Source: an optimization exercise on an open RTL-to-GDS flow (aim: small area, a short achievable clock period and few clock cycles). Production flows keep margins and buffers that such runs may drop. The RTL was checked by simulation tests, not by an equivalence proof against the original design.

`design/flow/constraint.sdc`:
```
create_clock -name core_clock -period 12.0 [get_ports {clock}]
set_input_delay 2.4000 -clock core_clock [delete_from_list [all_inputs] [get_ports {clock}]]
set_output_delay 2.4000 -clock core_clock [all_outputs]
set_load 0.01 [all_outputs]
```
`design/flow/design.v`:
```
`timescale 1ns / 1ps
module abs_diff_7(
    input [7:0] x,
    input [7:0] y,
    output [7:0] absdiff
    );
	 assign absdiff = (x>y) ? x-y : y-x;
endmodule
`timescale 1ns / 1ps
module abs_diff_9(
    input [9:0] x,
    input [9:0] y,
    output [9:0] absdiff
    );
	 assign absdiff = (x>y) ? x-y : y-x;
endmodule
`timescale 1ns / 1ps
module abs_val_8
    (input signed [8:0] v,
     output wire [7:0] absv);
     assign absv = (v[8] == 1) ? ((~v)+1) : v;
endmodule
`timescale 1ns / 1ps
module quadrant(
    input signed [8:0] x,
    input signed [8:0] y,
    output [1:0] q
    );
	 wire [1:0] x_p;
	 wire [1:0] x_n;
	 assign x_p = (y >= 0) ? 0 : 3;
	 assign x_n = (y >= 0) ? 1 : 2;
	 assign q = (x >= 0) ? x_p : x_n;
endmodule
`timescale 1ns / 1ps
module polar_to_cartesian
    (input [11:0] r_theta,  
     output reg signed [8:0] x_value,  
     output reg signed [8:0] y_value);
	parameter POS = 9'sb0_0000_0001;
	parameter NEG = 9'sb1_1111_1111;
   parameter ZERO = 9'sb0_0000_0000;
   wire [31:0] rsin_15deg;  
   wire [31:0] rsin_30deg;  
   wire [31:0] rsin_45deg;  
   wire [31:0] rsin_60deg;  
   wire [31:0] rsin_75deg;  
   assign rsin_15deg = (r_theta[7:0]*66) >> 8;  
   assign rsin_30deg = r_theta[7:0] >> 2;  
   assign rsin_45deg = (r_theta[7:0]*181) >> 8;             
   assign rsin_60deg = (r_theta[7:0]*222) >> 8;  
   assign rsin_75deg = (r_theta[7:0]*247) >> 8;
   always @(*) begin
      case (r_theta[11:8])
         4'h1: begin  
            x_value = POS*rsin_75deg[7:0]; 
            y_value = POS*rsin_15deg[7:0];
         end
         4'h2: begin  
            x_value = POS*rsin_60deg[7:0]; 
            y_value = POS*rsin_30deg[7:0];
         end
         4'h3: begin  
            x_value = POS*rsin_45deg[7:0]; 
            y_value = POS*rsin_45deg[7:0];
         end
         4'h4: begin  
            x_value = POS*rsin_30deg[7:0]; 
            y_value = POS*rsin_60deg[7:0];
         end
         4'h5: begin  
            x_value = POS*rsin_15deg[7:0]; 
            y_value = POS*rsin_75deg[7:0];
         end
         4'h6: begin  
            x_value = POS*ZERO; 
            y_value = POS*r_theta[7:0];
         end
         4'h7: begin  
            x_value = NEG*rsin_15deg[7:0]; 
            y_value = POS*rsin_75deg[7:0];
         end
         4'h8: begin  
            x_value = NEG*rsin_30deg[7:0]; 
            y_value = POS*rsin_60deg[7:0];
         end
         4'h9: begin  
            x_value = NEG*rsin_45deg[7:0]; 
            y_value = POS*rsin_45deg[7:0];
         end
         4'hA: begin  
            x_value = NEG*rsin_60deg[7:0]; 
            y_value = POS*rsin_30deg[7:0];
         end
         4'hB: begin  
            x_value = NEG*rsin_75deg[7:0]; 
            y_value = POS*rsin_15deg[7:0];
         end
         4'hC: begin  
            x_value = NEG*r_theta[7:0]; 
            y_value = ZERO;
         end
         default: begin  
            x_value = POS*r_theta[7:0]; 
            y_value = ZERO;
         end
      endcase
   end
endmodule
`timescale 1ns / 1ps
module calc_abs7rtan_00_75_15
    (input [7:0] r,
     output wire [7:0] abs7rtan_15,
     output wire [7:0] abs7rtan_30,
     output wire [7:0] abs7rtan_45,
     output wire [9:0] abs7rtan_60,
     output wire [9:0] abs7rtan_75);
		wire signed [31:0] rtan_15deg;  
		wire signed [31:0] rtan_30deg;  
		wire signed [31:0] rtan_60deg;  
		wire signed [31:0] rtan_75deg;  
		assign rtan_15deg = (r*16'sh0225) >>> 11;
		assign rtan_30deg = (r*16'sh024f) >>> 10;
		assign rtan_60deg = (r*16'sh0DDB) >>> 11;
		assign rtan_75deg = (r*16'sh1DDB) >>> 11;
		assign abs7rtan_15 = rtan_15deg[7:0];
		assign abs7rtan_30 = rtan_30deg[7:0];
		assign abs7rtan_45 = r;
		assign abs7rtan_60 = rtan_60deg[9:0];
		assign abs7rtan_75 = rtan_75deg[9:0];
endmodule
`timescale 1ns / 1ps
module find_min_5_vals_cascading(
    input [7:0] input1,
    input [7:0] input2,
    input [7:0] input3,
    input [7:0] input4,
    input [7:0] input5,
    output [2:0] output_index
    );
	wire comp1_2;
	wire comp2_3;
	wire comp3_4;
	wire comp4_5;
	assign comp1_2 = input1 >= input2;
	assign comp2_3 = input2 >= input3;
	assign comp3_4 = input3 >= input4;
	assign comp4_5 = input4 >= input5;
	wire is1;
	wire is5;
	wire is2;
	wire is4;
	assign is1 = ((!comp1_2) & (!comp2_3) & (!comp3_4) & (!comp4_5));
	assign is5 = (comp1_2 & comp2_3 & comp3_4 & comp4_5);
	assign is2 = ((!is1) & (!is5) & (!comp2_3) & (!comp3_4));
	assign is4 = ((!is1) & (!is5) & (comp2_3) & (comp3_4));
	assign output_index = is1 ? 3'h1 : (is5 ? 3'h5 : (is2 ? 3'h2 : (is4 ? 3'h4 : 3'h3)));
endmodule
`timescale 1ns / 1ps
module calc_r_y_theta(
   input [7:0] y,
   input [7:0] x,  
   input [3:0] theta,
   output reg [7:0] r);
   wire [31:0] r_15deg;  
   wire [31:0] r_30deg;  
   wire [31:0] r_45deg;  
   wire [31:0] r_60deg;  
   wire [31:0] r_75deg;  
   assign r_15deg = (y*989) >> 10;
   assign r_30deg = y >> 9;
   assign r_45deg = (y*362) >> 10;
   assign r_60deg = (y*296) >> 10;
   assign r_75deg = (y*265) >> 10;
   always @(*) begin
      case(theta)
         1: r = r_15deg[7:0];
         2: r = r_30deg[7:0];
         3: r = r_45deg[7:0];
         4: r = r_60deg[7:0];
         5: r = r_75deg[7:0];
         6: r = y;  
         default: r = x;  
      endcase
   end
endmodule
`timescale 1ns / 1ps
module orientation_math
    (input [11:0] r_theta_original,  
     input [11:0] r_theta_final,  
     input clock,
     input enable,
     input reset,
     output reg done,
     output reg [4:0] orientation);
	parameter DEG360 = 5'h18;
	parameter DEG180 = 5'h0C;
	parameter ERROR_FACTOR = 4;
	reg [3:0] state;
	parameter IDLE 			 	= 4'h0;
	parameter SHORTCUT_TEST		= 4'h1;
	parameter SHORTCUT_TEST_2	= 4'h2;
	parameter PTC					= 4'h3;
	parameter DELTAS				= 4'h4;
	parameter ABS_DELTA_QUAD 	= 4'h5;
	parameter DX_TAN				= 4'h6;
	parameter ABS_DIFF			= 4'h7;
	parameter BASE_ANGLE_CALC	= 4'h8;
	parameter CALC_ORIENTATION	= 4'h9;
	parameter REPORT			 	= 4'hF;
	reg [4:0] original_base_angle;
	reg [4:0] shortcut_quadrant_adjust;
	reg signed [8:0] x_original;
	reg signed [8:0] y_original;
	reg signed [8:0] x_final;
	reg signed [8:0] y_final;
	wire signed [8:0] x_original_t;
	wire signed [8:0] y_original_t;
	wire signed [8:0] x_final_t;
	wire signed [8:0] y_final_t;
	polar_to_cartesian ptc_original (.r_theta(r_theta_original),.x_value(x_original_t),.y_value(y_original_t));
	polar_to_cartesian ptc_final (.r_theta(r_theta_final),.x_value(x_final_t),.y_value(y_final_t));
	reg signed [8:0] delta_y;
	reg signed [8:0] delta_x;
	wire [7:0] abs_delta_x_t;
	wire [7:0] abs_delta_y_t;
	reg [7:0] abs_delta_x;
	reg [7:0] abs_delta_y;
	reg [1:0] quadrant;
	wire [1:0] quadrant_t;
	abs_val_8 absx (.v(delta_x),.absv(abs_delta_x_t));
	abs_val_8 absy (.v(delta_y),.absv(abs_delta_y_t));
	quadrant q1 (.x(delta_x),.y(delta_y),.q(quadrant_t));
	reg [7:0] abs_dx_tan15;
	reg [7:0] abs_dx_tan30;
	reg [7:0] abs_dx_tan45;
	reg [9:0] abs_dx_tan60;
	reg [9:0] abs_dx_tan75;
	wire [7:0] abs_dx_tan15_t;
	wire [7:0] abs_dx_tan30_t;
	wire [7:0] abs_dx_tan45_t;
	wire [9:0] abs_dx_tan60_t;
	wire [9:0] abs_dx_tan75_t;
	calc_abs7rtan_00_75_15 abstan(.r(abs_delta_x),.abs7rtan_15(abs_dx_tan15_t),
											 .abs7rtan_30(abs_dx_tan30_t),.abs7rtan_45(abs_dx_tan45_t),
											 .abs7rtan_60(abs_dx_tan60_t),.abs7rtan_75(abs_dx_tan75_t));
	reg [7:0] diff_15;
	reg [7:0] diff_30;
	reg [7:0] diff_45;
	reg [7:0] diff_60;
	reg [7:0] diff_75;
	wire [7:0] diff_15_t;
	wire [7:0] diff_30_t;
	wire [7:0] diff_45_t;
	wire [9:0] diff_60_t;
	wire [9:0] diff_75_t;
	abs_diff_7 abdiff15 (.y(abs_delta_y),.x(abs_dx_tan15),.absdiff(diff_15_t));
	abs_diff_7 abdiff30 (.y(abs_delta_y),.x(abs_dx_tan30),.absdiff(diff_30_t));
	abs_diff_7 abdiff45 (.y(abs_delta_y),.x(abs_dx_tan45),.absdiff(diff_45_t));
	abs_diff_9 abdiff60 (.y({2'b00,abs_delta_y}),.x(abs_dx_tan60),.absdiff(diff_60_t));
	abs_diff_9 abdiff75 (.y({2'b00,abs_delta_y}),.x(abs_dx_tan75),.absdiff(diff_75_t));
	reg [2:0] base_angle;
	wire [2:0] base_angle_t;
	find_min_5_vals_cascading min5( 	.input1(diff_15),.input2(diff_30),
												.input3(diff_45),.input4(diff_60),
												.input5(diff_75),.output_index(base_angle_t));
   always @(posedge clock) begin
      if (reset) begin
         state <= IDLE;
         done <= 0;
			orientation <= 5'h00;
      end
      else begin
         case(state)
				SHORTCUT_TEST: begin
					if (r_theta_original[11:8] == r_theta_final[11:8]) begin
						original_base_angle <= {1'b0,r_theta_original[11:8]};
						shortcut_quadrant_adjust <= (r_theta_final[7:0] >= r_theta_original[7:0]) ? 0 : 12;
						state <= SHORTCUT_TEST_2;
					end
					else begin
						state <= PTC;
					end
				end
				SHORTCUT_TEST_2: begin
					orientation <= original_base_angle + shortcut_quadrant_adjust;
					state <= REPORT;
				end
				PTC: begin
					x_original <= x_original_t;
					y_original <= y_original_t;
					x_final <= x_final_t;
					y_final <= y_final_t;
					state <= DELTAS;
				end
				DELTAS: begin
					delta_x <= x_final - x_original;
					delta_y <= y_final - y_original;
					state <= ABS_DELTA_QUAD;
				end
				ABS_DELTA_QUAD: begin
					abs_delta_x <= abs_delta_x_t;
					abs_delta_y <= abs_delta_y_t;
					quadrant <= quadrant_t;
					state <= DX_TAN;
				end
				DX_TAN: begin
					if (abs_delta_y <= ERROR_FACTOR) begin
						orientation <= 0 + (delta_x < 0 ? 12 : 0);
						state <= REPORT;
					end
					else if (abs_delta_x <= ERROR_FACTOR) begin
						orientation <= 6 + (delta_y < 0 ? 12 : 0);
						state <= REPORT;
					end
					else begin
						abs_dx_tan15 <= abs_dx_tan15_t;
						abs_dx_tan30 <= abs_dx_tan30_t;
						abs_dx_tan45 <= abs_dx_tan45_t;
						abs_dx_tan60 <= abs_dx_tan60_t;
						abs_dx_tan75 <= abs_dx_tan75_t;
						state <= ABS_DIFF;
					end
				end
				ABS_DIFF: begin
					diff_15 <= diff_15_t;
					diff_30 <= diff_30_t;
					diff_45 <= diff_45_t;
					diff_60 <= diff_60_t > 8'hFF ? 8'hFE : diff_60_t[7:0];  
					diff_75 <= diff_75_t > 8'hFF ? 8'hFF : diff_75_t[7:0];
					state <= BASE_ANGLE_CALC;
   			end
				BASE_ANGLE_CALC: begin
					base_angle <= base_angle_t;
					state <= CALC_ORIENTATION;
				end
				CALC_ORIENTATION: begin
					case(quadrant)
						1: orientation <= (DEG180 - base_angle);  
						2: orientation <= (DEG180 + base_angle);  
						3: orientation <= (DEG360 - base_angle);  
						default: orientation <= base_angle;  
					endcase
					state <= REPORT;
				end
				REPORT: begin
					done <= 1;
					state <= IDLE;
					if (orientation >= DEG360) begin
						orientation <= orientation - DEG360;
					end
				end
				default: begin
					if (enable) begin
						state <= SHORTCUT_TEST;
						done <= 0;
					end
				end
			endcase
		end
	end
endmodule
`timescale 1ns / 1ps
module path_math
    (input [11:0] location,  
     input [11:0] target,  
     input [4:0] current_orientation,  
     input clock,
     input enable,
     input reset,
     output reg done,
     output [4:0] needed_orientation,  
     output [11:0] move_command);  
   wire [7:0] xm_l, ym_l, xm_t, ym_t;
   wire       xs_l, xs_t;
   ptc_mag ptc_l (.r_theta(location), .xm(xm_l), .ym(ym_l), .xs(xs_l));
   ptc_mag ptc_t (.r_theta(target),   .xm(xm_t), .ym(ym_t), .xs(xs_t));
   wire       xsame = (xs_t == xs_l);
   wire [8:0] ex_t = {1'b0, xm_t} + ({1'b0, xm_l} ^ {9{xsame}}) + {8'd0, xsame};
   wire [8:0] dy_t = {1'b0, ym_t} - {1'b0, ym_l};
   reg [8:0] ex, dy;
   reg       exneg, busy;
   always @(posedge clock) begin
      ex <= ex_t;
      dy <= dy_t;
      exneg <= xs_t;
      busy <= enable & ~reset;
   end
   wire       ex_nz = |ex;
   wire       dxneg = exneg ? ((ex_nz & ~ex[8]) | (ex == 9'h100)) : ex[8];
   wire       dyneg = dy[8];
   wire [1:0] quad = {dyneg, dxneg ^ dyneg};  
   wire       sx = ex[8];
   wire       sy = dy[8];
   wire [7:0] ac = ex[7:0] ^ {8{sx}};
   wire [7:0] yc = dy[7:0] ^ {8{sy}};
   wire [7:0] y, a;
   pm_abs ab (.ac(ac), .sx(sx), .yc(yc), .sy(sy), .y(y), .a(a));
   wire ysmall = dy[8] ? (dy[7:0] >= 8'hFC) : (dy[7:0] <= 8'd4);
   wire asmall = ex[8] ? ((ex[7:0] >= 8'hFC) || (ex[7:0] == 8'h00)) : (ex[7:0] <= 8'd4);
   wire c12, c23, c34, c45;
   pm_compare cmp (.a(a), .y(y), .c12(c12), .c23(c23), .c34(c34), .c45(c45));
   wire       same = (location[11:8] == target[11:8]);
   wire [4:0] sum_s = {1'b0, location[11:8]} + ((target[7:0] >= location[7:0]) ? 5'd0 : 5'd12);
   wire [4:0] need_s_t = (sum_s >= 5'd24) ? sum_s - 5'd24 : sum_s;
   reg  [2:0] ba_s_t;
   always @(*) begin
      case (quad)
         2'd1: ba_s_t = 3'd4 - need_s_t[2:0];
         2'd2: ba_s_t = need_s_t[2:0] + 3'd4;
         2'd3: ba_s_t = 3'd0 - need_s_t[2:0];
         default: ba_s_t = need_s_t[2:0];
      endcase
   end
   wire use_a = same ? (ba_s_t == 3'd0 || ba_s_t == 3'd7) : ysmall;
   reg       r_c12, r_c23, r_c34, r_c45, r_ysmall, r_asmall, r_same;
   reg [1:0] r_quad;
   reg [4:0] need_s, cur;
   reg [7:0] ry;
   always @(posedge clock) begin
      if (reset) begin
         done <= 1'b0;
      end else if (busy) begin
         done <= 1'b1;
      end else if (enable) begin
         done <= 1'b0;
      end
      if (busy) begin
         r_c12 <= c12;
         r_c23 <= c23;
         r_c34 <= c34;
         r_c45 <= c45;
         r_ysmall <= ysmall;
         r_asmall <= asmall;
         r_same <= same;
         r_quad <= quad;
         need_s <= need_s_t;
         cur <= current_orientation;
         ry <= use_a ? a : y;
      end
   end
   wire is1 = ~r_c12 & ~r_c23 & ~r_c34 & ~r_c45;
   wire is5 = r_c12 & r_c23 & r_c34 & r_c45;
   wire is2 = ~is1 & ~is5 & ~r_c23 & ~r_c34;
   wire is4 = ~is1 & ~is5 & r_c23 & r_c34;
   wire [2:0] b = is1 ? 3'd1 : (is5 ? 3'd5 : (is2 ? 3'd2 : (is4 ? 3'd4 : 3'd3)));
   wire o_dyneg = r_quad[1];
   wire o_dxneg = r_quad[1] ^ r_quad[0];
   reg [4:0] need_n;
   always @(*) begin
      if (r_ysmall) need_n = o_dxneg ? 5'd12 : 5'd0;
      else if (r_asmall) need_n = o_dyneg ? 5'd18 : 5'd6;
      else case (r_quad)
         2'd1: need_n = 5'd12 - b;
         2'd2: need_n = 5'd12 + b;
         2'd3: need_n = 5'd24 - b;
         default: need_n = {2'b00, b};
      endcase
   end
   reg [2:0] ba_s;
   always @(*) begin
      case (r_quad)
         2'd1: ba_s = 3'd4 - need_s[2:0];
         2'd2: ba_s = need_s[2:0] + 3'd4;
         2'd3: ba_s = 3'd0 - need_s[2:0];
         default: ba_s = need_s[2:0];
      endcase
   end
   wire [4:0] need = r_same ? need_s : need_n;
   wire [2:0] ba = r_same ? ba_s : (r_ysmall ? 3'd0 : (r_asmall ? 3'd6 : b));
   wire [6:0] d1, d3, d4, d5;
   pm_distance dd (.y(ry), .d1(d1), .d3(d3), .d4(d4), .d5(d5));
   reg  [6:0]  dist_v;
   always @(*) begin
      case (ba)
         3'd1: dist_v = d1;
         3'd2: dist_v = 7'd0;
         3'd3: dist_v = d3;
         3'd4: dist_v = d4;
         3'd5: dist_v = d5;
         default: dist_v = ry[6:0];   
      endcase
   end
   wire [4:0] angle = need - cur + ((cur > need) ? 5'd24 : 5'd0);
   assign needed_orientation = need;
   assign move_command = {angle, dist_v};
endmodule
module ptc_mag
    (input [11:0] r_theta,
     output reg [7:0] xm,
     output reg [7:0] ym,
     output xs);
   wire [7:0] r = r_theta[7:0];
   wire [3:0] t = r_theta[11:8];
   wire [6:0] m15;                    
   wire [7:0] m30 = {2'b00, r[7:2]};
   wire [7:0] m45, m60, m75;          
   pm_ptc_products pp (.r(r), .m15(m15), .m45(m45), .m60(m60), .m75(m75));
   wire [2:0] k = (t <= 4'd6) ? t[2:0] : ((t <= 4'd12) ? 3'd4 - t[2:0] : 3'd0);
   assign xs = (t >= 4'd7) && (t <= 4'd12);
   always @(*) begin
      case (k)
        3'd1: begin xm = m75; ym = {1'b0, m15}; end
        3'd2: begin xm = m60; ym = m30; end
        3'd3: begin xm = m45; ym = m45; end
        3'd4: begin xm = m30; ym = m60; end
        3'd5: begin xm = {1'b0, m15}; ym = m75; end
        3'd6: begin xm = 8'd0; ym = r; end
        default: begin xm = r; ym = 8'd0; end
      endcase
   end
endmodule
module pm_ptc_products
   (input [7:0] r,
    output [6:0] m15,
    output [7:0] m45,
    output [7:0] m60,
    output [7:0] m75);
   wire p_1;
   wire p_2;
   wire p_3;
   wire p_4;
   wire p_5;
   wire p_6;
   wire p_7;
   wire p_8;
   wire p_9;
   wire p_10;
   wire p_11;
   wire p_12;
   wire p_13;
   wire p_14;
   wire p_15;
   wire p_16;
   wire p_17;
   wire p_18;
   wire p_19;
   wire p_20;
   wire p_21;
   wire p_22;
   wire p_23;
   wire p_24;
   wire p_25;
   wire p_26;
   wire p_27;
   wire p_28;
   wire p_29;
   wire p_30;
   wire p_31;
   wire p_32;
   wire p_33;
   wire p_34;
   wire p_35;
   wire p_36;
   wire p_37;
   wire p_38;
   wire p_40;
   wire p_41;
   wire p_42;
   wire p_43;
   wire p_44;
   wire p_45;
   wire p_46;
   wire p_47;
   wire p_48;
   wire p_49;
   wire p_50;
   wire p_51;
   wire p_52;
   wire p_53;
   wire p_54;
   wire p_55;
   wire p_56;
   wire p_57;
   wire p_58;
   wire p_59;
   wire p_60;
   wire p_61;
   wire p_62;
   wire p_63;
   wire p_64;
   wire p_65;
   wire p_66;
   wire p_67;
   wire p_68;
   wire p_69;
   wire p_70;
   wire p_71;
   wire p_73;
   wire p_74;
   wire p_75;
   wire p_76;
   wire p_77;
   wire p_78;
   wire p_79;
   wire p_80;
   wire p_81;
   wire p_82;
   wire p_83;
   wire p_84;
   wire p_85;
   wire p_86;
   wire p_87;
   wire p_88;
   wire p_89;
   wire p_90;
   wire p_91;
   wire p_92;
   wire p_93;
   wire p_94;
   wire p_95;
   wire p_96;
   wire p_97;
   wire p_98;
   wire p_99;
   wire p_100;
   wire p_101;
   wire p_102;
   wire p_103;
   wire p_104;
   wire [13:0] p_s0 = {1'b0, r[7], r[6], r[5], r[4], r[3], r[2], r[1], r[0], r[4], r[3], r[2], r[1], r[0]} + {1'b0, 1'b0, 1'b0, 1'b0, 1'b0, 1'b0, r[7], r[6], r[5], 1'b0, 1'b0, 1'b0, 1'b0, 1'b0};
   assign p_1 = r[7] ^ r[5];
   assign p_2 = r[7] & r[5];
   assign p_3 = r[6] ^ r[4];
   assign p_4 = r[6] & r[4];
   assign p_5 = r[7] ^ r[5];
   assign p_6 = r[7] & r[5];
   assign p_7 = r[5] ^ r[3];
   assign p_8 = r[5] & r[3];
   assign p_9 = r[6] ^ r[4] ^ r[2];
   assign p_10 = (r[6] & r[4]) | (r[6] & r[2]) | (r[4] & r[2]);
   assign p_11 = p_1 ^ r[3] ^ r[2];
   assign p_12 = (p_1 & r[3]) | (p_1 & r[2]) | (r[3] & r[2]);
   assign p_13 = p_3 ^ r[3] ^ r[1];
   assign p_14 = (p_3 & r[3]) | (p_3 & r[1]) | (r[3] & r[1]);
   assign p_15 = p_5 ^ r[4] ^ r[2];
   assign p_16 = (p_5 & r[4]) | (p_5 & r[2]) | (r[4] & r[2]);
   assign p_17 = r[6] ^ r[5] ^ r[3];
   assign p_18 = (r[6] & r[5]) | (r[6] & r[3]) | (r[5] & r[3]);
   assign p_19 = r[7] ^ r[6];
   assign p_20 = r[7] & r[6];
   assign p_21 = r[4] ^ r[2];
   assign p_22 = r[4] & r[2];
   assign p_23 = p_7 ^ r[1] ^ r[0];
   assign p_24 = (p_7 & r[1]) | (p_7 & r[0]) | (r[1] & r[0]);
   assign p_25 = p_9 ^ r[1] ^ p_8;
   assign p_26 = (p_9 & r[1]) | (p_9 & p_8) | (r[1] & p_8);
   assign p_27 = p_11 ^ r[0] ^ p_10;
   assign p_28 = (p_11 & r[0]) | (p_11 & p_10) | (r[0] & p_10);
   assign p_29 = p_13 ^ p_2 ^ p_12;
   assign p_30 = (p_13 & p_2) | (p_13 & p_12) | (p_2 & p_12);
   assign p_31 = p_15 ^ p_4 ^ p_14;
   assign p_32 = (p_15 & p_4) | (p_15 & p_14) | (p_4 & p_14);
   assign p_33 = p_17 ^ p_6 ^ p_16;
   assign p_34 = (p_17 & p_6) | (p_17 & p_16) | (p_6 & p_16);
   assign p_35 = p_19 ^ r[4] ^ p_18;
   assign p_36 = (p_19 & r[4]) | (p_19 & p_18) | (r[4] & p_18);
   assign p_37 = r[7] ^ r[5] ^ p_20;
   assign p_38 = (r[7] & r[5]) | (r[7] & p_20) | (r[5] & p_20);
   wire [15:0] p_s39 = {1'b0, r[7], r[6], p_37, p_35, p_33, p_31, p_29, p_27, p_25, p_23, p_21, r[3], r[2], r[1], r[0]} + {1'b0, 1'b0, p_38, p_36, p_34, p_32, p_30, p_28, p_26, p_24, p_22, r[0], r[1], r[0], 1'b0, 1'b0};
   assign p_40 = ~r[0];
   assign p_41 = ~r[1];
   assign p_42 = ~r[2];
   assign p_43 = ~r[3];
   assign p_44 = ~r[4];
   assign p_45 = ~r[0];
   assign p_46 = ~r[5];
   assign p_47 = ~r[1];
   assign p_48 = ~r[6];
   assign p_49 = ~r[2];
   assign p_50 = ~r[7];
   assign p_51 = ~r[3];
   assign p_52 = ~r[4];
   assign p_53 = ~r[5];
   assign p_54 = ~r[6];
   assign p_55 = ~r[7];
   assign p_56 = p_44 ^ p_45;
   assign p_57 = p_44 & p_45;
   assign p_58 = p_46 ^ p_47;
   assign p_59 = p_46 & p_47;
   assign p_60 = p_48 ^ p_49;
   assign p_61 = p_48 & p_49;
   assign p_62 = p_50 ^ p_51 ^ r[0];
   assign p_63 = (p_50 & p_51) | (p_50 & r[0]) | (p_51 & r[0]);
   assign p_64 = p_52 ^ r[1] ^ 1'b1;
   assign p_65 = (p_52 & r[1]) | (p_52 & 1'b1) | (r[1] & 1'b1);
   assign p_66 = p_53 ^ r[2] ^ 1'b1;
   assign p_67 = (p_53 & r[2]) | (p_53 & 1'b1) | (r[2] & 1'b1);
   assign p_68 = p_54 ^ r[3] ^ 1'b1;
   assign p_69 = (p_54 & r[3]) | (p_54 & 1'b1) | (r[3] & 1'b1);
   assign p_70 = p_55 ^ r[4] ^ 1'b1;
   assign p_71 = (p_55 & r[4]) | (p_55 & 1'b1) | (r[4] & 1'b1);
   wire [14:0] p_s72 = {r[7], r[6], r[5], p_70, p_68, p_66, p_64, p_62, p_60, p_58, p_56, p_43, p_42, p_41, p_40} + {1'b1, 1'b1, p_71, p_69, p_67, p_65, p_63, p_61, p_59, p_57, 1'b1, 1'b0, 1'b0, 1'b0, 1'b1};
   assign p_73 = ~r[0];
   assign p_74 = ~r[1];
   assign p_75 = ~r[2];
   assign p_76 = ~r[3];
   assign p_77 = ~r[0];
   assign p_78 = ~r[4];
   assign p_79 = ~r[1];
   assign p_80 = ~r[5];
   assign p_81 = ~r[2];
   assign p_82 = ~r[6];
   assign p_83 = ~r[3];
   assign p_84 = ~r[7];
   assign p_85 = ~r[4];
   assign p_86 = ~r[5];
   assign p_87 = ~r[6];
   assign p_88 = ~r[7];
   assign p_89 = p_76 ^ p_77;
   assign p_90 = p_76 & p_77;
   assign p_91 = p_78 ^ p_79;
   assign p_92 = p_78 & p_79;
   assign p_93 = p_80 ^ p_81;
   assign p_94 = p_80 & p_81;
   assign p_95 = p_82 ^ p_83;
   assign p_96 = p_82 & p_83;
   assign p_97 = p_84 ^ p_85;
   assign p_98 = p_84 & p_85;
   assign p_99 = p_86 ^ r[0] ^ 1'b1;
   assign p_100 = (p_86 & r[0]) | (p_86 & 1'b1) | (r[0] & 1'b1);
   assign p_101 = p_87 ^ r[1] ^ 1'b1;
   assign p_102 = (p_87 & r[1]) | (p_87 & 1'b1) | (r[1] & 1'b1);
   assign p_103 = p_88 ^ r[2] ^ 1'b1;
   assign p_104 = (p_88 & r[2]) | (p_88 & 1'b1) | (r[2] & 1'b1);
   wire [15:0] p_s105 = {r[7], r[6], r[5], r[4], r[3], p_103, p_101, p_99, p_97, p_95, p_93, p_91, p_89, p_75, p_74, p_73} + {1'b1, 1'b1, 1'b1, 1'b1, p_104, p_102, p_100, p_98, p_96, p_94, p_92, p_90, 1'b1, 1'b0, 1'b0, 1'b1};
   assign m15 = {p_s0[13], p_s0[12], p_s0[11], p_s0[10], p_s0[9], p_s0[8], p_s0[7]};
   assign m45 = {p_s39[15], p_s39[14], p_s39[13], p_s39[12], p_s39[11], p_s39[10], p_s39[9], p_s39[8]};
   assign m60 = {p_s72[14], p_s72[13], p_s72[12], p_s72[11], p_s72[10], p_s72[9], p_s72[8], p_s72[7]};
   assign m75 = {p_s105[15], p_s105[14], p_s105[13], p_s105[12], p_s105[11], p_s105[10], p_s105[9], p_s105[8]};
endmodule
module pm_compare
   (input [7:0] a,
    input [7:0] y,
    output c12,
    output c23,
    output c34,
    output c45);
   wire c_0;
   wire c_1;
   wire c_2;
   wire c_3;
   wire c_4;
   wire c_5;
   wire c_6;
   wire c_7;
   wire c_8;
   wire c_9;
   wire c_10;
   wire c_11;
   wire c_12;
   wire c_13;
   wire c_14;
   wire c_15;
   wire c_17;
   wire c_18;
   wire c_19;
   wire c_20;
   wire c_21;
   wire c_22;
   wire c_23;
   wire c_24;
   wire c_25;
   wire c_26;
   wire c_27;
   wire c_28;
   wire c_29;
   wire c_30;
   wire c_31;
   wire c_32;
   wire c_33;
   wire c_34;
   wire c_35;
   wire c_36;
   wire c_37;
   wire c_38;
   wire c_39;
   wire c_40;
   wire c_41;
   wire c_42;
   wire c_43;
   wire c_44;
   wire c_45;
   wire c_46;
   wire c_47;
   wire c_48;
   wire c_49;
   wire c_50;
   wire c_51;
   wire c_52;
   wire c_53;
   wire c_54;
   wire c_55;
   wire c_56;
   wire c_58;
   wire c_59;
   wire c_60;
   wire c_61;
   wire c_62;
   wire c_63;
   wire c_64;
   wire c_66;
   wire c_67;
   wire c_68;
   wire c_69;
   wire c_70;
   wire c_71;
   wire c_72;
   wire c_73;
   wire c_74;
   wire c_75;
   wire c_76;
   wire c_77;
   wire c_78;
   wire c_79;
   wire c_80;
   wire c_81;
   wire c_82;
   wire c_83;
   wire c_84;
   wire c_85;
   wire c_86;
   wire c_87;
   wire c_88;
   wire c_89;
   wire c_90;
   wire c_91;
   wire c_92;
   wire c_93;
   wire c_94;
   wire c_95;
   wire c_96;
   wire c_98;
   wire c_99;
   wire c_100;
   wire c_101;
   wire c_102;
   wire c_103;
   wire c_104;
   wire c_105;
   wire c_107;
   wire c_108;
   wire c_109;
   wire c_110;
   wire c_111;
   wire c_112;
   wire c_113;
   wire c_114;
   wire c_115;
   wire c_116;
   wire c_117;
   wire c_118;
   wire c_119;
   wire c_120;
   wire c_121;
   wire c_122;
   wire c_123;
   wire c_124;
   wire c_125;
   wire c_126;
   wire c_127;
   wire c_128;
   wire c_129;
   wire c_130;
   wire c_131;
   wire c_132;
   wire c_133;
   wire c_134;
   wire c_135;
   wire c_136;
   wire c_137;
   wire c_139;
   wire c_140;
   wire c_141;
   wire c_142;
   wire c_143;
   wire c_144;
   wire c_145;
   wire c_146;
   wire c_147;
   wire c_148;
   wire c_149;
   wire c_150;
   wire c_151;
   wire c_152;
   wire c_153;
   wire c_154;
   wire c_155;
   wire c_156;
   wire c_157;
   wire c_158;
   wire c_159;
   wire c_160;
   wire c_161;
   wire c_162;
   wire c_163;
   wire c_164;
   wire c_165;
   wire c_166;
   wire c_167;
   wire c_168;
   wire c_169;
   wire c_170;
   wire c_172;
   wire c_173;
   wire c_174;
   wire c_175;
   wire c_176;
   wire c_177;
   wire c_178;
   wire c_179;
   wire c_180;
   wire c_181;
   wire c_182;
   wire c_184;
   wire c_185;
   wire c_186;
   wire c_187;
   wire c_188;
   wire c_189;
   wire c_190;
   wire c_191;
   wire c_192;
   wire c_193;
   wire c_194;
   wire c_195;
   wire c_196;
   wire c_197;
   wire c_198;
   wire c_199;
   wire c_200;
   wire c_201;
   wire c_202;
   wire c_203;
   wire c_204;
   wire c_205;
   wire c_206;
   wire c_207;
   wire c_208;
   wire c_209;
   wire c_210;
   wire c_212;
   wire c_213;
   wire c_214;
   wire c_215;
   wire c_216;
   wire c_217;
   wire c_218;
   wire c_219;
   assign c_0 = a[5] ^ a[3];
   assign c_1 = a[5] & a[3];
   assign c_2 = a[6] ^ a[4] ^ a[1];
   assign c_3 = (a[6] & a[4]) | (a[6] & a[1]) | (a[4] & a[1]);
   assign c_4 = a[7] ^ a[5] ^ a[2];
   assign c_5 = (a[7] & a[5]) | (a[7] & a[2]) | (a[5] & a[2]);
   assign c_6 = a[6] ^ a[3];
   assign c_7 = a[6] & a[3];
   assign c_8 = a[7] ^ a[4] ^ a[0];
   assign c_9 = (a[7] & a[4]) | (a[7] & a[0]) | (a[4] & a[0]);
   assign c_10 = a[5] ^ a[1];
   assign c_11 = a[5] & a[1];
   assign c_12 = a[6] ^ a[2];
   assign c_13 = a[6] & a[2];
   assign c_14 = a[7] ^ a[3];
   assign c_15 = a[7] & a[3];
   wire [17:0] c_s16 = {1'b0, a[7], a[6], a[5], a[4], c_14, c_12, c_10, c_8, c_6, c_4, c_2, c_0, a[4], a[3], a[2], a[1], a[0]} + {1'b0, 1'b0, 1'b0, 1'b0, c_15, c_13, c_11, c_9, c_7, c_5, c_3, c_1, a[0], a[2], a[1], a[0], 1'b0, 1'b0};
   assign c_17 = ~a[0];
   assign c_18 = ~a[1];
   assign c_19 = ~a[2];
   assign c_20 = ~a[3];
   assign c_21 = ~a[4];
   assign c_22 = ~a[5];
   assign c_23 = ~a[6];
   assign c_24 = ~a[7];
   assign c_25 = a[5] ^ a[3];
   assign c_26 = a[5] & a[3];
   assign c_27 = a[6] ^ a[4] ^ a[1];
   assign c_28 = (a[6] & a[4]) | (a[6] & a[1]) | (a[4] & a[1]);
   assign c_29 = a[7] ^ a[5] ^ a[2];
   assign c_30 = (a[7] & a[5]) | (a[7] & a[2]) | (a[5] & a[2]);
   assign c_31 = a[6] ^ a[3];
   assign c_32 = a[6] & a[3];
   assign c_33 = a[7] ^ a[4];
   assign c_34 = a[7] & a[4];
   assign c_35 = c_23 ^ a[2];
   assign c_36 = c_23 & a[2];
   assign c_37 = c_24 ^ a[3] ^ a[1];
   assign c_38 = (c_24 & a[3]) | (c_24 & a[1]) | (a[3] & a[1]);
   assign c_39 = a[4] ^ a[2] ^ 1'b1;
   assign c_40 = (a[4] & a[2]) | (a[4] & 1'b1) | (a[2] & 1'b1);
   assign c_41 = c_25 ^ a[0] ^ 1'b1;
   assign c_42 = (c_25 & a[0]) | (c_25 & 1'b1) | (a[0] & 1'b1);
   assign c_43 = c_27 ^ 1'b1 ^ c_26;
   assign c_44 = (c_27 & 1'b1) | (c_27 & c_26) | (1'b1 & c_26);
   assign c_45 = c_29 ^ 1'b1 ^ c_28;
   assign c_46 = (c_29 & 1'b1) | (c_29 & c_28) | (1'b1 & c_28);
   assign c_47 = c_31 ^ 1'b1 ^ c_30;
   assign c_48 = (c_31 & 1'b1) | (c_31 & c_30) | (1'b1 & c_30);
   assign c_49 = c_33 ^ 1'b1 ^ c_32;
   assign c_50 = (c_33 & 1'b1) | (c_33 & c_32) | (1'b1 & c_32);
   assign c_51 = a[5] ^ 1'b1 ^ c_34;
   assign c_52 = (a[5] & 1'b1) | (a[5] & c_34) | (1'b1 & c_34);
   assign c_53 = a[6] ^ 1'b1;
   assign c_54 = a[6] & 1'b1;
   assign c_55 = a[7] ^ 1'b1;
   assign c_56 = a[7] & 1'b1;
   wire [17:0] c_s57 = {1'b1, c_55, c_53, c_51, c_49, c_47, c_45, c_43, c_41, c_39, c_37, c_35, c_22, c_21, c_20, c_19, c_18, c_17} + {c_56, c_54, c_52, c_50, c_48, c_46, c_44, c_42, c_40, c_38, c_36, a[0], a[1], a[0], 1'b0, 1'b0, 1'b0, 1'b1};
   assign c_58 = ~c_s16[11];
   assign c_59 = ~c_s16[12];
   assign c_60 = ~c_s16[13];
   assign c_61 = ~c_s16[14];
   assign c_62 = ~c_s16[15];
   assign c_63 = ~c_s16[16];
   assign c_64 = ~c_s16[17];
   wire [9:0] c_s65 = {1'b1, a[7], a[6], a[5], a[4], a[3], a[2], a[1], a[0], c_58} + {1'b0, 1'b1, 1'b1, c_64, c_63, c_62, c_61, c_60, c_59, 1'b1};
   assign c_66 = ~a[0];
   assign c_67 = ~c_s16[11];
   assign c_68 = ~a[1];
   assign c_69 = ~c_s16[12];
   assign c_70 = ~a[2];
   assign c_71 = ~c_s16[13];
   assign c_72 = ~a[3];
   assign c_73 = ~c_s16[14];
   assign c_74 = ~a[4];
   assign c_75 = ~c_s16[15];
   assign c_76 = ~a[5];
   assign c_77 = ~c_s16[16];
   assign c_78 = ~a[6];
   assign c_79 = ~c_s16[17];
   assign c_80 = ~a[7];
   assign c_81 = c_66 ^ c_67;
   assign c_82 = c_66 & c_67;
   assign c_83 = c_68 ^ c_69;
   assign c_84 = c_68 & c_69;
   assign c_85 = c_70 ^ a[0] ^ c_71;
   assign c_86 = (c_70 & a[0]) | (c_70 & c_71) | (a[0] & c_71);
   assign c_87 = c_72 ^ a[1] ^ c_73;
   assign c_88 = (c_72 & a[1]) | (c_72 & c_73) | (a[1] & c_73);
   assign c_89 = c_74 ^ a[2] ^ c_75;
   assign c_90 = (c_74 & a[2]) | (c_74 & c_75) | (a[2] & c_75);
   assign c_91 = c_76 ^ a[3] ^ c_77;
   assign c_92 = (c_76 & a[3]) | (c_76 & c_77) | (a[3] & c_77);
   assign c_93 = c_78 ^ a[4] ^ c_79;
   assign c_94 = (c_78 & a[4]) | (c_78 & c_79) | (a[4] & c_79);
   assign c_95 = c_80 ^ a[5] ^ 1'b1;
   assign c_96 = (c_80 & a[5]) | (c_80 & 1'b1) | (a[5] & 1'b1);
   wire [10:0] c_s97 = {1'b1, a[7], a[6], c_95, c_93, c_91, c_89, c_87, c_85, c_83, c_81} + {1'b0, 1'b1, c_96, c_94, c_92, c_90, c_88, c_86, c_84, c_82, 1'b1};
   assign c_98 = ~c_s57[10];
   assign c_99 = ~c_s57[11];
   assign c_100 = ~c_s57[12];
   assign c_101 = ~c_s57[13];
   assign c_102 = ~c_s57[14];
   assign c_103 = ~c_s57[15];
   assign c_104 = ~c_s57[16];
   assign c_105 = ~c_s57[17];
   wire [10:0] c_s106 = {1'b1, 1'b1, y[7], y[6], y[5], y[4], y[3], y[2], y[1], y[0], c_98} + {1'b0, 1'b0, 1'b1, c_105, c_104, c_103, c_102, c_101, c_100, c_99, 1'b1};
   assign c_107 = ~c_s16[11];
   assign c_108 = ~c_s16[12];
   assign c_109 = ~c_s16[13];
   assign c_110 = ~c_s16[14];
   assign c_111 = ~c_s16[15];
   assign c_112 = ~c_s16[16];
   assign c_113 = ~c_s16[17];
   assign c_114 = c_s106[0] ^ c_107;
   assign c_115 = c_s106[0] & c_107;
   assign c_116 = c_s106[1] ^ c_108;
   assign c_117 = c_s106[1] & c_108;
   assign c_118 = c_s106[2] ^ c_109;
   assign c_119 = c_s106[2] & c_109;
   assign c_120 = c_s106[3] ^ c_110;
   assign c_121 = c_s106[3] & c_110;
   assign c_122 = c_s106[4] ^ c_111;
   assign c_123 = c_s106[4] & c_111;
   assign c_124 = c_s106[5] ^ c_112;
   assign c_125 = c_s106[5] & c_112;
   assign c_126 = c_s106[6] ^ c_113;
   assign c_127 = c_s106[6] & c_113;
   assign c_128 = c_s106[7] ^ 1'b1;
   assign c_129 = c_s106[7] & 1'b1;
   assign c_130 = c_s106[8] ^ 1'b1;
   assign c_131 = c_s106[8] & 1'b1;
   assign c_132 = c_s106[9] ^ 1'b1;
   assign c_133 = c_s106[9] & 1'b1;
   assign c_134 = c_s106[10] ^ 1'b1;
   assign c_135 = c_s106[10] & 1'b1;
   assign c_136 = c_s106[10] ^ 1'b1;
   assign c_137 = c_s106[10] & 1'b1;
   wire [11:0] c_s138 = {c_136, c_134, c_132, c_130, c_128, c_126, c_124, c_122, c_120, c_118, c_116, c_114} + {c_135, c_133, c_131, c_129, c_127, c_125, c_123, c_121, c_119, c_117, c_115, 1'b1};
   assign c_139 = ~a[0];
   assign c_140 = ~a[1];
   assign c_141 = ~a[2];
   assign c_142 = ~a[3];
   assign c_143 = ~a[4];
   assign c_144 = ~a[5];
   assign c_145 = ~a[6];
   assign c_146 = ~a[7];
   assign c_147 = c_s106[0] ^ c_139;
   assign c_148 = c_s106[0] & c_139;
   assign c_149 = c_s106[1] ^ c_140;
   assign c_150 = c_s106[1] & c_140;
   assign c_151 = c_s106[2] ^ c_141;
   assign c_152 = c_s106[2] & c_141;
   assign c_153 = c_s106[3] ^ c_142;
   assign c_154 = c_s106[3] & c_142;
   assign c_155 = c_s106[4] ^ c_143;
   assign c_156 = c_s106[4] & c_143;
   assign c_157 = c_s106[5] ^ c_144;
   assign c_158 = c_s106[5] & c_144;
   assign c_159 = c_s106[6] ^ c_145;
   assign c_160 = c_s106[6] & c_145;
   assign c_161 = c_s106[7] ^ c_146;
   assign c_162 = c_s106[7] & c_146;
   assign c_163 = c_s106[8] ^ 1'b1;
   assign c_164 = c_s106[8] & 1'b1;
   assign c_165 = c_s106[9] ^ 1'b1;
   assign c_166 = c_s106[9] & 1'b1;
   assign c_167 = c_s106[10] ^ 1'b1;
   assign c_168 = c_s106[10] & 1'b1;
   assign c_169 = c_s106[10] ^ 1'b1;
   assign c_170 = c_s106[10] & 1'b1;
   wire [11:0] c_s171 = {c_169, c_167, c_165, c_163, c_161, c_159, c_157, c_155, c_153, c_151, c_149, c_147} + {c_168, c_166, c_164, c_162, c_160, c_158, c_156, c_154, c_152, c_150, c_148, 1'b1};
   assign c_172 = ~c_s97[0];
   assign c_173 = ~c_s97[1];
   assign c_174 = ~c_s97[2];
   assign c_175 = ~c_s97[3];
   assign c_176 = ~c_s97[4];
   assign c_177 = ~c_s97[5];
   assign c_178 = ~c_s97[6];
   assign c_179 = ~c_s97[7];
   assign c_180 = ~c_s97[8];
   assign c_181 = ~c_s97[9];
   assign c_182 = ~c_s97[10];
   wire [11:0] c_s183 = {1'b1, c_182, c_181, y[7], y[6], y[5], y[4], y[3], y[2], y[1], y[0], c_172} + {1'b0, 1'b0, 1'b0, c_180, c_179, c_178, c_177, c_176, c_175, c_174, c_173, 1'b1};
   assign c_184 = ~c_s97[0];
   assign c_185 = ~c_s97[1];
   assign c_186 = ~c_s97[2];
   assign c_187 = ~c_s97[3];
   assign c_188 = ~c_s97[4];
   assign c_189 = ~c_s97[5];
   assign c_190 = ~c_s97[6];
   assign c_191 = ~c_s97[7];
   assign c_192 = ~c_s97[8];
   assign c_193 = ~c_s97[9];
   assign c_194 = ~c_s97[10];
   assign c_195 = y[0] ^ c_184;
   assign c_196 = y[0] & c_184;
   assign c_197 = y[1] ^ c_185;
   assign c_198 = y[1] & c_185;
   assign c_199 = y[2] ^ c_186;
   assign c_200 = y[2] & c_186;
   assign c_201 = y[3] ^ c_187;
   assign c_202 = y[3] & c_187;
   assign c_203 = y[4] ^ c_188;
   assign c_204 = y[4] & c_188;
   assign c_205 = y[5] ^ c_189;
   assign c_206 = y[5] & c_189;
   assign c_207 = y[6] ^ c_190;
   assign c_208 = y[6] & c_190;
   assign c_209 = y[7] ^ c_191;
   assign c_210 = y[7] & c_191;
   wire [11:0] c_s211 = {1'b1, c_194, c_193, c_192, c_209, c_207, c_205, c_203, c_201, c_199, c_197, c_195} + {1'b0, 1'b0, 1'b0, c_210, c_208, c_206, c_204, c_202, c_200, c_198, c_196, 1'b1};
   assign c_212 = c_s65[0] ^ y[0];
   assign c_213 = c_s65[1] ^ y[1];
   assign c_214 = c_s65[2] ^ y[2];
   assign c_215 = c_s65[3] ^ y[3];
   assign c_216 = c_s65[4] ^ y[4];
   assign c_217 = c_s65[5] ^ y[5];
   assign c_218 = c_s65[6] ^ y[6];
   assign c_219 = c_s65[7] ^ y[7];
   assign c12 = ~c_s138[11];
   assign c23 = ~c_s171[11];
   assign c34 = ~c_s183[11];
   assign c45 = ~c_s211[11] | (~c_s65[9] & c_s65[8] & ~(c_212 | c_213 | c_214 | c_215 | c_216 | c_217 | c_218 | c_219));
endmodule
module pm_distance
   (input [7:0] y,
    output [6:0] d1,
    output [6:0] d3,
    output [6:0] d4,
    output [6:0] d5);
   wire q_1;
   wire q_2;
   wire q_3;
   wire q_4;
   wire q_5;
   wire q_6;
   wire q_7;
   wire q_8;
   wire q_9;
   wire q_10;
   wire q_11;
   wire q_12;
   wire q_13;
   wire q_14;
   wire q_15;
   wire q_16;
   wire q_17;
   wire q_18;
   wire q_19;
   wire q_20;
   wire q_21;
   wire q_22;
   wire q_23;
   wire q_24;
   wire q_26;
   wire q_27;
   wire q_28;
   wire q_29;
   wire q_30;
   wire q_31;
   wire q_32;
   wire q_33;
   wire q_34;
   wire q_35;
   wire q_36;
   wire q_37;
   wire q_38;
   wire q_39;
   wire q_40;
   wire q_41;
   wire q_42;
   wire q_43;
   wire q_44;
   wire q_45;
   wire [11:0] q_s0 = {1'b0, y[7], y[6], y[5], y[4], y[3], y[2], y[1], y[0], y[2], y[1], y[0]} + {1'b0, 1'b0, 1'b0, 1'b0, y[7], y[6], y[5], y[4], y[3], 1'b0, 1'b0, 1'b0};
   assign q_1 = ~q_s0[0];
   assign q_2 = ~q_s0[1];
   assign q_3 = ~q_s0[2];
   assign q_4 = ~q_s0[3];
   assign q_5 = ~q_s0[4];
   assign q_6 = ~q_s0[5];
   assign q_7 = ~q_s0[6];
   assign q_8 = ~q_s0[7];
   assign q_9 = ~q_s0[8];
   assign q_10 = ~q_s0[9];
   assign q_11 = ~q_s0[10];
   assign q_12 = ~q_s0[11];
   assign q_13 = q_1 ^ y[2];
   assign q_14 = q_1 & y[2];
   assign q_15 = q_2 ^ y[3];
   assign q_16 = q_2 & y[3];
   assign q_17 = q_3 ^ y[4];
   assign q_18 = q_3 & y[4];
   assign q_19 = q_4 ^ y[5];
   assign q_20 = q_4 & y[5];
   assign q_21 = q_5 ^ y[6];
   assign q_22 = q_5 & y[6];
   assign q_23 = q_6 ^ y[7];
   assign q_24 = q_6 & y[7];
   wire [16:0] q_s25 = {y[6], y[5], y[4], y[3], y[2], y[1], y[0], q_8, q_7, q_23, q_21, q_19, q_17, q_15, q_13, y[1], y[0]} + {1'b1, 1'b1, 1'b1, q_12, q_11, q_10, q_9, 1'b0, q_24, q_22, q_20, q_18, q_16, q_14, 1'b1, 1'b0, 1'b0};
   assign q_26 = q_s0[0] ^ q_s0[2];
   assign q_27 = q_s0[0] & q_s0[2];
   assign q_28 = q_s0[1] ^ q_s0[3] ^ y[5];
   assign q_29 = (q_s0[1] & q_s0[3]) | (q_s0[1] & y[5]) | (q_s0[3] & y[5]);
   assign q_30 = q_s0[2] ^ q_s0[4] ^ y[6];
   assign q_31 = (q_s0[2] & q_s0[4]) | (q_s0[2] & y[6]) | (q_s0[4] & y[6]);
   assign q_32 = q_s0[3] ^ q_s0[5] ^ y[7];
   assign q_33 = (q_s0[3] & q_s0[5]) | (q_s0[3] & y[7]) | (q_s0[5] & y[7]);
   assign q_34 = q_s0[4] ^ q_s0[6];
   assign q_35 = q_s0[4] & q_s0[6];
   assign q_36 = q_s0[5] ^ q_s0[7];
   assign q_37 = q_s0[5] & q_s0[7];
   assign q_38 = q_s0[6] ^ q_s0[8];
   assign q_39 = q_s0[6] & q_s0[8];
   assign q_40 = q_s0[7] ^ q_s0[9];
   assign q_41 = q_s0[7] & q_s0[9];
   assign q_42 = q_s0[8] ^ q_s0[10];
   assign q_43 = q_s0[8] & q_s0[10];
   assign q_44 = q_s0[9] ^ q_s0[11];
   assign q_45 = q_s0[9] & q_s0[11];
   wire [15:0] q_s46 = {q_s0[11], q_s0[10], q_44, q_42, q_40, q_38, q_36, q_34, q_32, q_30, q_28, q_26, q_s0[1], q_s0[0], y[1], y[0]} + {1'b0, q_45, q_43, q_41, q_39, q_37, q_35, q_33, q_31, q_29, q_27, y[4], y[3], y[2], 1'b0, 1'b0};
   wire [13:0] q_s47 = {q_s0[11], q_s0[10], q_s0[9], q_s0[8], q_s0[7], q_s0[6], q_s0[5], q_s0[4], q_s0[3], q_s0[2], q_s0[1], q_s0[0], y[1], y[0]} + {1'b0, 1'b0, 1'b0, 1'b0, 1'b0, 1'b0, y[7], y[6], y[5], y[4], y[3], y[2], 1'b0, 1'b0};
   wire [16:0] q_s48 = {1'b0, y[7], y[6], y[5], y[4], y[3], y[2], y[1], y[0], q_s0[7], q_s0[6], q_s0[5], q_s0[4], q_s0[3], q_s0[2], q_s0[1], q_s0[0]} + {1'b0, 1'b0, 1'b0, 1'b0, 1'b0, q_s0[11], q_s0[10], q_s0[9], q_s0[8], 1'b0, 1'b0, 1'b0, 1'b0, 1'b0, 1'b0, 1'b0, 1'b0};
   assign d1 = {q_s25[16], q_s25[15], q_s25[14], q_s25[13], q_s25[12], q_s25[11], q_s25[10]};
   assign d3 = {q_s46[15], q_s46[14], q_s46[13], q_s46[12], q_s46[11], q_s46[10], q_s46[9]};
   assign d4 = {q_s47[13], q_s47[12], q_s47[11], q_s47[10], q_s47[9], q_s47[8], q_s47[7]};
   assign d5 = {q_s48[16], q_s48[15], q_s48[14], q_s48[13], q_s48[12], q_s48[11], q_s48[10]};
endmodule
module pm_abs
   (input [7:0] ac,
    input sx,
    input [7:0] yc,
    input sy,
    output [7:0] y,
    output [7:0] a);
   wire [7:0] i_s0 = {yc[7], yc[6], yc[5], yc[4], yc[3], yc[2], yc[1], yc[0]} + {1'b0, 1'b0, 1'b0, 1'b0, 1'b0, 1'b0, 1'b0, sy};
   wire [7:0] i_s1 = {ac[7], ac[6], ac[5], ac[4], ac[3], ac[2], ac[1], ac[0]} + {1'b0, 1'b0, 1'b0, 1'b0, 1'b0, 1'b0, 1'b0, sx};
   assign y = {i_s0[7], i_s0[6], i_s0[5], i_s0[4], i_s0[3], i_s0[2], i_s0[1], i_s0[0]};
   assign a = {i_s1[7], i_s1[6], i_s1[5], i_s1[4], i_s1[3], i_s1[2], i_s1[1], i_s1[0]};
endmodule
```
`design/flow/config.mk`:
```
export PLATFORM = sky130hd
export DESIGN_NAME = path_math
export DESIGN_NICKNAME = path_math
export VERILOG_FILES = /design/flow/design.v
export SDC_FILE = /design/flow/constraint.sdc
export NUM_CORES = 4
export LEC_CHECK = 0
export CAP_MARGIN = 5
export CORE_MARGIN = 2
export CORE_UTILIZATION = 40
export PLACE_DENSITY = 0.8
export SETUP_SLACK_MARGIN = 5
export SLEW_MARGIN = 5
```
`design/flow/run.sh`:
```
#!/bin/bash
# synth_recipe.tcl (not shown) runs the flow's synth.tcl, then flattens the netlist and writes it again
# the make line also repeats each setting of config.mk as NAME=value (left out here)
make -C /OpenROAD-flow-scripts/flow DESIGN_CONFIG=/design/flow/config.mk WORK_HOME=/design/flow/orfs CLKGATE_MAP_FILE= SYNTH_SCRIPT=/design/flow/synth_recipe.tcl finish
```
==> results of run 1 <==
==> synth_stat cells, drive strengths merged, types with 15 or more instances <==
master  count  area [sq um]
nand2     107         401.6
nand4      16         100.1
edfxtp     27         810.8
nor2      122         465.5
nor3       48         240.2
nor2b      25         156.4
o21a       17         127.6
xnor2     100         875.8
fa         42         840.8
xor2       54         488.0
nand3      29         145.1
a211oi     15         117.6
o21ai     134         670.6
a21o       39         292.8
clkbuf     29         108.9
ha        324          4054
inv       206         773.2
or3        21         131.4
dfxtp      21         420.4
nand2b     35         219.0
buf        15         77.57
a21oi     154         770.7
==> worst register-to-register path: cells and delay by family, from the launching register on <==
family / cells / cell delay (ns)
AOI/OAI and AO/OA: 12 / 1.86
xor gates and xnor gates: 2 / 0.42
adders and majority gates: 6 / 2.20
buffers and inverters: 4 / 0.69
DFF: 1 / 0.46
and+or+nand+nor: 7 / 0.91
==> repair_timing <==
item / in CTS / in global routing
hold endpoints to repair: 0 / 0
resized for setup: 113 / 123
setup buffers: 31 / 43
setup endpoints to repair: 27 / 20
pin swaps: 11 / 46
gates cloned: 0 / 0
==> registers in the layout (all words and copies together) (netlist names) <==
signal and flops:
busy 1, cur 5, done 1, dy 9, ex 9, exneg 1, need_s 5, r_asmall 1
r_c12 1, r_c23 1, r_c34 1, r_c45 1, r_quad 2, r_same 1, r_ysmall 1, ry 8
==> layer usage <==
layer	global-route usage	up-vias	share of wire
met5	0	-	0.00036
met4	0.07278	2	0.035
met3	0.03271	125	0.065
met2	0.3929	577	0.49
met1	0.2616	6615	0.41
li1	-	6634	-
==> per-stage QoR <==
step	cell area, sq um	instances	utilization
after global routing	16430	2362	0.4745
after floorplan	14110	1805	-
after global placement	15100	2280	0.4360
after CTS	15700	2319	0.4535
final	16430	2363	0.4745
after detailed placement	15100	2280	0.4360
==> cell type report <==
| class | count | area share |
|---|---|---|
| Clock buffer | 7 | 0.01066 |
| Tap cell | 455 | 0.03465 |
| Multi-Input combinational cell | 1503 | 0.7608 |
| Antenna cell | 1 | 0.0001523 |
| Sequential cell | 48 | 0.07531 |
| Clock inverter | 1 | 0.0005330 |
| Inverter | 210 | 0.04965 |
| Timing Repair Buffer | 138 | 0.06830 |
==> path summary, 6_finish.rpt <==
kind	cells after the start	endpoint	startpoint
hold reg to reg	2	done$_SDFFE_PP0P_	busy$_DFF_P_
setup / recovery	22	move_command[11]	r_c34$_DFFE_PP_
setup reg to reg	31	r_c45$_DFFE_PP_	ex[4]$_DFF_P_
hold / removal	2	done$_SDFFE_PP0P_	busy$_DFF_P_
==> cells by family (layout without fill, tap and decap cells) <==
family          Yosys count  after routing
mux                       9              9
flops                    48             48
fa+ha+maj               369            369
buf+inv                 254            356
xor+xnor                154            154
compound gates          505            505
other cells               0              1
simple gates            466            466
==> out/summary.log, run 1 <==
INFO  status         status=timing/DRC/antenna clean
INFO  worst_setup_path cpMaxStageDelayCell=sky130_fd_sc_hd__fa_1
INFO  final_layout   layout.cells.most_common=sky130_fd_sc_hd__ha_1
INFO  synth          synthSimpleGateAreaFrac=0.1649
INFO  worst_setup_path critPathLaunchType=flop
INFO  placed_design  dp_worst_setup_slack=3.529ns
INFO  route          drt-initial-drc-count=1,292
INFO  worst_setup_path critical_path_peak_fanout=3
INFO  final_layout   num-nets-final=2,304
INFO  worst_setup_path cell_family_contributing_the_most_delay_on_the_critical_path=compound AO/OA/AOI/OAI gates
INFO  die            fp.coreArea=34,630squm
INFO  synth          yosys_most_used_dff=sky130_fd_sc_hd__edfxtp_1
INFO  placed_design  dp_hpwl=31.46mm
INFO  worst_setup_path timing.reg2reg.setup_slack=5.24ns
INFO  final_layout   fillCellCount=3,216
INFO  grt            grt_max_degree=28
INFO  hold_path      hold_path.class=flop to flop
INFO  worst_setup_path most_frequent_cell_on_critical_path=sky130_fd_sc_hd__a21oi_2
INFO  placed_design  numPortBuffers=49
INFO  synth          syn-mean-instance-area=7.818squm
INFO  synth          muxShareOfSynthArea=0.006827
INFO  grt            vias_in_the_first_global_route=13,590
INFO  clock_tree     cts.htree.levels=2
INFO  route          drc_errors=0
INFO  synth          postSynthRegisterBits=48
INFO  synth          yosys.area_share.adder=0.3491
INFO  clock_tree     root_buffer=sky130_fd_sc_hd__clkbuf_16
INFO  sta            final-max-slew-violation-count=0
INFO  job            drv_cap=0
INFO  sta            final.setup.tns=0ns
INFO  clock_tree     clock_sink_count=48
INFO  final_layout   syn_to_final_growth=16.44%
INFO  synth          synth_xor_xnor_area_share=0.09664
INFO  sta            setup_viol=0
INFO  worst_setup_path path_class=flop to output pin
INFO  final_layout   multi_input_comb_area=12,500squm
INFO  sta            period_minus_slack=6.927ns
INFO  synth          postSynthCellCount=1,805
INFO  clock_tree     post_cts_hold_buffer_count=0
INFO  synth          synth_compound_area_frac=0.2263
INFO  worst_setup_path critPathBufInv=1
INFO  clock_tree     clk_transition_reported_paths=0.08ns
INFO  sta            holdWs=0.4610ns
INFO  final_layout   most-common-layout-cells=sky130_fd_sc_hd__ha_1, sky130_fd_sc_hd__inv_1, sky130_fd_sc_hd__a21oi_1
INFO  synth          synth_top_family_by_area=adder cells
INFO  die            placement_rows=68
INFO  grt            number_of_antenna_violations_at_the_first_check_in_global_routing=1
INFO  sta            timing.clock.skew=0.01299ns
INFO  sta            grt_setup_unrepaired=true
INFO  grt            grt.overflow.total=0
INFO  sta            tightestPinTransition=0.8513ns
INFO  worst_setup_path crit_required=9.60ns
INFO  grt            grt_resource_usage_total=0.2174
INFO  route          firstDrtPassIters=7
INFO  worst_setup_path critPathArrivalTime=4.53ns
INFO  clock_tree     clk-insertion-delay-late=0.31ns
INFO  synth          synthesis.nets=2,203
INFO  synth          ffs_w_async_s_r_synth=0
INFO  clock_tree     tritoncts=built
INFO  die            io-pin-count=50
INFO  die            floorplan.die.height=191.8microns
INFO  route          postRouteAntennaNets=0
INFO  sta            setup_ws=5.073ns
INFO  placed_design  place.gp.congestion=0.9761
INFO  synth          synth-seq-area-share=0.08724
INFO  synth          synth_enable_flop_cells=27
INFO  sta            clock.fmax=144.4MHz
INFO  sta            finalCritPeriodShare=0.5772
INFO  die            die-area=36,800squm
INFO  synth          yosys_warnings=2
INFO  route          avgRoutedWirePerCell=17.62microns
INFO  worst_setup_path cp_slowest_stage_delay=0.60ns
INFO  final_layout   post_route_cells_drive_above_1_share=0.1290
INFO  clock_tree     cts-buffers-inserted=5
INFO  route          detail_route.wirelength=41.65mm
INFO  synth          netlist_cell_types=89
INFO  worst_setup_path cp_endpoint_kind=output pin
INFO  sta            timing.slew.headroom=0.4284
INFO  sta            hold_viol=0
INFO  clock_tree     clk_path_buf_depth=2
INFO  final_layout   register_area=1237squm
INFO  worst_setup_path crit_chain=nor2_1, nand2_1, nand2_4, ha_4, xor2_1, o21ai_1, a21oi_1, a311o_1, a221oi_2, a21oi_2, ha_1, o21a_1, o21ai_1, nand2b_1, a21oi_2, a31oi_4, fa_1, ha_4, a21oi_2, xnor2_1, xnor2_1, buf_2
INFO  synth          netlist_area=14,110squm
INFO  die            die_x=191.8microns
INFO  grt            grt_first_pass_wirelength=65.85mm
INFO  route          avgViaCountPerCell=5.905
INFO  route          vias=13,950
INFO  die            floorplan.initialDensity=0.4075
Testbench counts, summed over its fixed seeds: cycles 32,000.
==> run 2: changes to the inputs <==
--- a/design/flow/config.mk
+++ b/design/flow/config.mk
@@ -9,3 +9,3 @@
 export CORE_MARGIN = 2
-export CORE_UTILIZATION = 40
+export CORE_UTILIZATION = 70
 export PLACE_DENSITY = 0.8
==> run 2 against run 1 <==
Against the previous run:
- still clean
- final cell count shrank 7.7%
- via count up 1.3%
- register-to-register slack lost 0.02 ns
- first-iteration DRC count shrank 5.7%
- maximum frequency up 0.20%
- sequential cell count unchanged
- synthesized area is the same
- critical path depth decreased by 6
- critical endpoint is now move_command[1]
- highest routed layer is now met4
==> out/summary.log, run 2 <==
INFO  final_layout   layout.cells.most_common=sky130_fd_sc_hd__ha_1 [unchanged]
INFO  clock_tree     clk_path_buf_depth=2 [unchanged]
INFO  grt            grt_max_degree=28 [unchanged]
INFO  synth          synth_enable_flop_cells=27 [unchanged]
INFO  clock_tree     root_buffer=sky130_fd_sc_hd__clkbuf_16 [unchanged]
INFO  worst_setup_path cpMaxStageDelayCell=sky130_fd_sc_hd__clkdlybuf4s50_1 [was sky130_fd_sc_hd__fa_1]
INFO  clock_tree     cts.htree.levels=2 [unchanged]
INFO  job            drv_cap=0 [unchanged]
INFO  route          avgRoutedWirePerCell=18.89microns [was 17.62 microns]
INFO  synth          postSynthRegisterBits=48 [unchanged]
INFO  route          drt-initial-drc-count=1,219 [was 1,292]
INFO  placed_design  numPortBuffers=49 [unchanged]
INFO  final_layout   post_route_cells_drive_above_1_share=0.1457 [was 0.1290]
INFO  synth          netlist_area=14,110squm [unchanged]
INFO  grt            grt.overflow.total=0 [unchanged]
INFO  die            floorplan.initialDensity=0.7180 [was 0.4075]
INFO  sta            final-max-slew-violation-count=0 [unchanged]
INFO  clock_tree     tritoncts=built [unchanged]
INFO  worst_setup_path crit_required=9.60ns [about the same]
INFO  final_layout   fillCellCount=1,255 [was 3,216]
INFO  worst_setup_path cp_slowest_stage_delay=0.60ns [about the same]
INFO  synth          netlist.area_leader.share=0.2873 [unchanged]
INFO  synth          synthesis.nets=2,203 [unchanged]
INFO  sta            setup_viol=0 [unchanged]
INFO  die            io-pin-count=50 [unchanged]
INFO  status         status=timing/DRC/antenna clean [unchanged]
INFO  clock_tree     clk-insertion-delay-late=0.29ns [was 0.31 ns]
INFO  grt            grt_resource_usage_total=0.3567 [was 0.2174]
INFO  route          vias=14,130 [was 13,950]
INFO  synth          postSynthCellCount=1,805 [unchanged]
INFO  final_layout   biggestRegsByFlops=dy (9), ex (9), ry (8) [unchanged]
INFO  final_layout   most-common-layout-cells=sky130_fd_sc_hd__ha_1, sky130_fd_sc_hd__inv_1, sky130_fd_sc_hd__a21oi_1 [unchanged]
INFO  worst_setup_path path_class=flop to output pin [unchanged]
INFO  synth          synth-seq-area-share=0.08724 [unchanged]
INFO  placed_design  place.gp.congestion=0.9484 [was 0.9761]
INFO  clock_tree     clock_sink_count=48 [unchanged]
INFO  route          postRouteAntennaNets=0 [unchanged]
INFO  sta            grt_setup_unrepaired=true [unchanged]
INFO  hold_path      hold_path.class=flop to flop [unchanged]
INFO  sta            hold_viol=0 [unchanged]
INFO  placed_design  dp_hpwl=30.04mm [was 31.46 mm]
INFO  route          drc_errors=0 [unchanged]
INFO  sta            timing.clock.skew=0.005640ns [was 0.01299 ns]
INFO  synth          netlist_cell_types=89 [unchanged]
INFO  grt            grt_first_pass_wirelength=63.90mm [was 65.85 mm]
INFO  clock_tree     clk_transition_reported_paths=0.07ns [was 0.08 ns]
[run 2: cell counts after synthesis]
No cell type changed its count.
[run 2: worst max-delay path: cells and delay by family (launching register included)]
kind	cells	cell delay, ns
AO/OA/AOI/OAI	7	1.61
XOR/XNOR	1	0.18
adder cells (fa/ha/maj)	2	0.54
buffers and inverters	4	1.01
flip-flops	1	0.46
AND/OR/NAND/NOR	2	0.42
[run 2: kinds of logic after synthesis]
kind of cell               synth area share
AOI/OAI and AO/OA                    0.2263
xor gates and xnor gates            0.09664
adders and majority gates            0.3491
buffers and inverters               0.06907
DFF                                 0.08724
muxes                              0.006827
and+or+nand+nor                      0.1649
[run 2: per-stage QoR]
step                      hold WS [ns]  setup WS (ns)  instance area [sq um]  utilization
final                           0.4781          5.087                  16380       0.8332
after global routing            0.5589          4.906                  16380       0.8332
after CTS                       0.4787          5.001                  15560       0.7915
after detailed placement        0.4635          3.630                  14900       0.7580
after global placement          0.4575          3.827                  14900       0.7580
after floorplan                 0.5254          5.222                  14110            -
[run 2: final timing paths]
kind | end | slack [ns] | depth (start not counted) | from
max | move_command[1] | 5.09 | 16 | ry[1]$_DFFE_PP_
min | done$_SDFFE_PP0P_ | 0.48 | 2 | busy$_DFF_P_
max reg2reg | r_c45$_DFFE_PP_ | 5.22 | 34 | ex[0]$_DFF_P_
min reg2reg | done$_SDFFE_PP0P_ | 0.48 | 2 | busy$_DFF_P_
[run 2: layout make-up]
cell class,instances,area (sq um),share of cell area
Multi-Input combinational cell,1503,12630,0.7713
Sequential cell,48,1237,0.07557
Inverter,210,823.3,0.05028
Clock buffer,6,150.1,0.009169
Tap cell,265,331.6,0.02025
Timing Repair Buffer,146,1185,0.07236
Clock inverter,2,17.52,0.001070
[run 2: routing by layer]
metal	vias to the layer above	GRT usage	share of wire	routed length, microns
li1	6652	-	-	-
met1	6580	0.4309	0.39	16060
met2	716	0.6358	0.49	20180
met3	185	0.04796	0.075	3085
met4	0	0.1510	0.045	1859
met5	-	0	0	0
[run 2: timing repair]
item / CTS / global route
hold buffers: 0 / 0
endpoints found under the setup margin: 33 / 28
pin swaps: 14 / 48
endpoints found under the hold margin: 0 / 0
gates resized for setup: 110 / 152
setup buffers: 33 / 44

afterwards: timing with drivers on the ports:
The results above use ideal ports. As a check the final layouts listed here were re-extracted and re-timed, cells and wires unchanged.
Step 1 assumes that a clkbuf_16 drives the clock port and a buf_2 every other input.
Step 2, shift: input delay + t, output delay - t, t = (earliest + latest rising clock arrival at the registers) / 2. This alone moves slack from input paths to output paths.
Slacks: ideal ports / drivers / drivers and shift; pairs: ideal ports / drivers.
run	t (ns)	setup slack, ns	worst setup path at the end	clock arrival spread, ns
run 1	0.341	5.073 / 5.031 / 4.809	input to register	0.016 / 0.015
run 2	0.323	5.087 / 5.051 / 4.817	input to register	0.005 / 0.005
After both steps every run listed still meets setup and hold. For run 2, which loses most, drivers alone change the setup slack by -0.036 ns; drivers and shift together by -0.270 ns.
